Context: an optimization exercise on an open-source flow, tuned for small area, a short achievable clock period and few clock cycles. The choices shown serve that exercise and are no tape-out recipe.
The RTL was checked by simulation tests, not by an equivalence proof against the original design.
No activity file was given, so power comes from the tool's default toggle rates.

## systolic_mm
module systolic_mm (
    input clk,
    input rst_n,
    input in_valid,
    input in_last,
    input [55:0] a_col,
    input [55:0] b_row,
    output reg out_valid,
    output reg [55:0] out_data
);
export LEC_CHECK = 0
export ABC_CLOCK_PERIOD_IN_PS = 3000
export CAP_MARGIN = 20
export CORE_MARGIN = 2
export CORE_UTILIZATION = 50
export SETUP_SLACK_MARGIN = 4.2
export SLEW_MARGIN = 20
export SYNTH_HIERARCHICAL = 1
export SYNTH_MINIMUM_KEEP_SIZE = 0
create_clock -name core_clock -period 7.5 [get_ports {clk}]
run.sh (not shown) runs the stock make flow with config.mk's settings and CLKGATE_MAP_FILE= SYNTH_SCRIPT=/design/flow/synth_recipe.tcl, a recipe that flattens the netlist after the stock synthesis.
Testbench counts at the start, summed over its fixed seeds: cycles 6,216.
Change:
--- a/flow/design.v
+++ b/flow/design.v
@@ -3,22 +3,18 @@
     input  wire        rst_n,
     input  wire        st,           
     input  wire [20:0] e,
     input  wire [13:0] b,
     output reg  [33:0] acc_s,
     output reg  [33:0] acc_c
 );
 reg clr;
-always @(posedge clk or negedge rst_n) begin
-    if (!rst_n)
-        clr <= 1'b0;
-    else
-        clr <= st;
-end
+always @(posedge clk)
+    clr <= st;
 wire [6:0] neg = e[6:0];
 wire [6:0] one = e[13:7];
 wire [6:0] two = e[20:14];
 wire [14:0] b1 = {1'b0, b};         
 wire [14:0] b2 = {b, 1'b0};         
 wire [14:0] pp0 = (({15{one[0]}} & b1) | ({15{two[0]}} & b2)) ^ {15{neg[0]}};
 wire [14:0] pp1 = (({15{one[1]}} & b1) | ({15{two[1]}} & b2)) ^ {15{neg[1]}};
 wire [14:0] pp2 = (({15{one[2]}} & b1) | ({15{two[2]}} & b2)) ^ {15{neg[2]}};
@@ -711,22 +707,18 @@
     input  wire         clk,
     input  wire         rst_n,
     input  wire [3:0]   ls,           
     input  wire [135:0] acc_s,        
     input  wire [135:0] acc_c,
     output reg  [13:0]  res
 );
 reg [3:0] fin;
-always @(posedge clk or negedge rst_n) begin
-    if (!rst_n)
-        fin <= 4'd0;
-    else
-        fin <= ls;
-end
+always @(posedge clk)
+    fin <= ls;
 function [13:0] lut0;       
     input [3:0] v;
     reg [223:0] tbl;
     begin
         tbl = {14'd12269, 14'd8174, 14'd4079, 14'd12273, 14'd8178, 14'd4083, 14'd12277, 14'd8182, 14'd4087, 14'd12281, 14'd8186, 14'd4091, 14'd12285, 14'd8190, 14'd4095, 14'd0};
         lut0 = tbl[v * 14 +: 14];
     end
 endfunction
Effect: The changed run went through all stages and came out clean; design area drops slightly; clock-buffer cell count climbs by 16; wire length fell slightly; synthesized cell count stays the same; die area stays flat; setup slack is better by 0.040 ns; clock power came out lower by a few percent; area after synthesis barely changes; via count went down slightly; first-iteration DRC count grows slightly; clock skew grows by 0.011 ns; global-route usage drops by 0.60 points.
Testbench counts after the change, summed over its fixed seeds: cycles 6,216.

--- another note on this design; it stands on its own ---

Setup of v14:
## systolic_mm
module systolic_mm (
    input clk,
    input rst_n,
    input in_valid,
    input in_last,
    input [55:0] a_col,
    input [55:0] b_row,
    output reg out_valid,
    output reg [55:0] out_data
);
For scale: ~14000 cells after synthesis, about 170 I/O pins, ~160000 sq um of cells after synthesis.
export LEC_CHECK = 0
export ABC_CLOCK_PERIOD_IN_PS = 3000
export CAP_MARGIN = 20
export CORE_MARGIN = 2
export CORE_UTILIZATION = 60
export CTS_CLUSTER_DIAMETER = 80
export CTS_CLUSTER_SIZE = 30
export PLACE_DENSITY = 0.68
export SETUP_SLACK_MARGIN = 4.35
export SLEW_MARGIN = 20
export SYNTH_HIERARCHICAL = 1
export SYNTH_MINIMUM_KEEP_SIZE = 0
create_clock -name core_clock -period 7.5 [get_ports {clk}]
standard.sh (not shown) runs the stock make flow with config.mk's settings and CLKGATE_MAP_FILE= SYNTH_SCRIPT=/design/flow/synth_recipe.tcl, a recipe that flattens the netlist after the stock synthesis.
==> flow/flow/run.sh <==
#!/bin/bash
set -euo pipefail
export BUFFER_PORTS_ARGS="-buffer_cell sky130_fd_sc_hd__buf_4"
bash standard.sh finish > standard_flow.log 2>&1
Testbench counts of v14, summed over its fixed seeds: cycles 6,216.
The following lists how v47 was set up differently from v14:
--- a/flow/config.mk
+++ b/flow/config.mk
@@ -11 +11 @@
-export CORE_UTILIZATION = 60
+export CORE_UTILIZATION = 70
@@ -14,2 +14,2 @@
-export PLACE_DENSITY = 0.68
-export SETUP_SLACK_MARGIN = 4.35
+export PLACE_DENSITY = 0.78
+export SETUP_SLACK_MARGIN = 4.45
==> notes.md <==
- Both conditions hold for v47: the flow ran to the end and the final layout passed the timing, design-rule and antenna checks.
- v47 ended up with a lower fraction of area in multi-input gates than v14 did.
- Taking v14 as the reference point, the logic gate share of total power of v47 rises by 0.7 points.
- Total power (higher): v47
- Total internal power (v47 vs. v14) increases slightly
- In v47, the switching share of power came out 0.68 points above the value in v14.
- v47 vs v14: power share of the clock group down in v47
- Diff v14 -> v47: number of DRC markers after the initial detailed-route iteration now larger, sum of net half-perimeters after detailed placement now smaller, hold slack now larger.
## Diff of input files: v20 against v47
--- a/flow/config.mk
+++ b/flow/config.mk
@@ -11 +11 @@
-export CORE_UTILIZATION = 70
+export CORE_UTILIZATION = 62
@@ -14,2 +14,2 @@
-export PLACE_DENSITY = 0.78
-export SETUP_SLACK_MARGIN = 4.45
+export PLACE_DENSITY = 0.7
+export SETUP_SLACK_MARGIN = 4.42
==> notes.md <==
v20 vs v47, relative contribution of the clock network to total power went up by 1.0 points.
Measured against v20, the horizontal die dimension of v47 comes out at 0.942 times the reference value.
Final total power delta for v20 relative to v47: 0.63% higher
v20 improves on v47 in DRC marker count from the first detailed-route iteration.
--- input diff v20..v43 ---
--- a/flow/config.mk
+++ b/flow/config.mk
@@ -11 +11 @@
-export CORE_UTILIZATION = 62
+export CORE_UTILIZATION = 50
@@ -14,2 +14 @@
-export PLACE_DENSITY = 0.7
-export SETUP_SLACK_MARGIN = 4.42
+export SETUP_SLACK_MARGIN = 4.5
Results
- In the flow results for v43 and v20, the floorplan die height is larger on v43.
- v43 vs v20, cell type of the slowest stage on the worst timing path: sky130_fd_sc_hd__a22oi_1 vs sky130_fd_sc_hd__fa_1
- v43 vs v20: final worst-path cycle share up
- v20 → v43: combinational cell fraction of total power comparable; detail-routed via count per cell down 4.4%.

==> port drivers added, routing unchanged <==
The flow's constraints put no driver on any port. The routed layouts listed below were extracted and timed again, unchanged, in two steps. Step 1 (the two cells are an assumption about what drives the block):
set clk [get_ports {clk}]
set_driving_cell -lib_cell sky130_fd_sc_hd__clkbuf_16 $clk
set_driving_cell -lib_cell sky130_fd_sc_hd__buf_2 [delete_from_list [all_inputs] $clk]
Step 2, shift: input delay + t, output delay - t, t = (earliest + latest rising clock arrival at the registers) / 2. This alone moves slack from input paths to output paths. Slacks: ideal / step 1 / step 2; pairs: ideal / step 1.
run	t (ns)	slack for setup (ns)	worst setup path at the end	latest minus earliest clock arrival (ns)	cell pins on the clock port's net
the first run of note 1	1.038	4.129 / 4.129 / 3.385	input to register	0.058 / 0.059	1
the second run of note 1	1.067	4.169 / 4.168 / 3.246	input to register	0.070 / 0.069	1
v14	0.964	4.365 / 4.365 / 3.820	input to register	0.052 / 0.052	1
v47	0.945	4.348 / 4.348 / 3.961	input to register	0.063 / 0.063	1
v20	0.949	4.400 / 4.400 / 3.970	input to register	0.062 / 0.062	1
v43	0.974	4.386 / 4.386 / 4.106	input to register	0.087 / 0.086	1
After both steps every run listed still meets setup and hold. For the second run of note 1, which loses most, drivers alone change the setup slack by -0.001 ns; drivers and shift together by -0.923 ns.
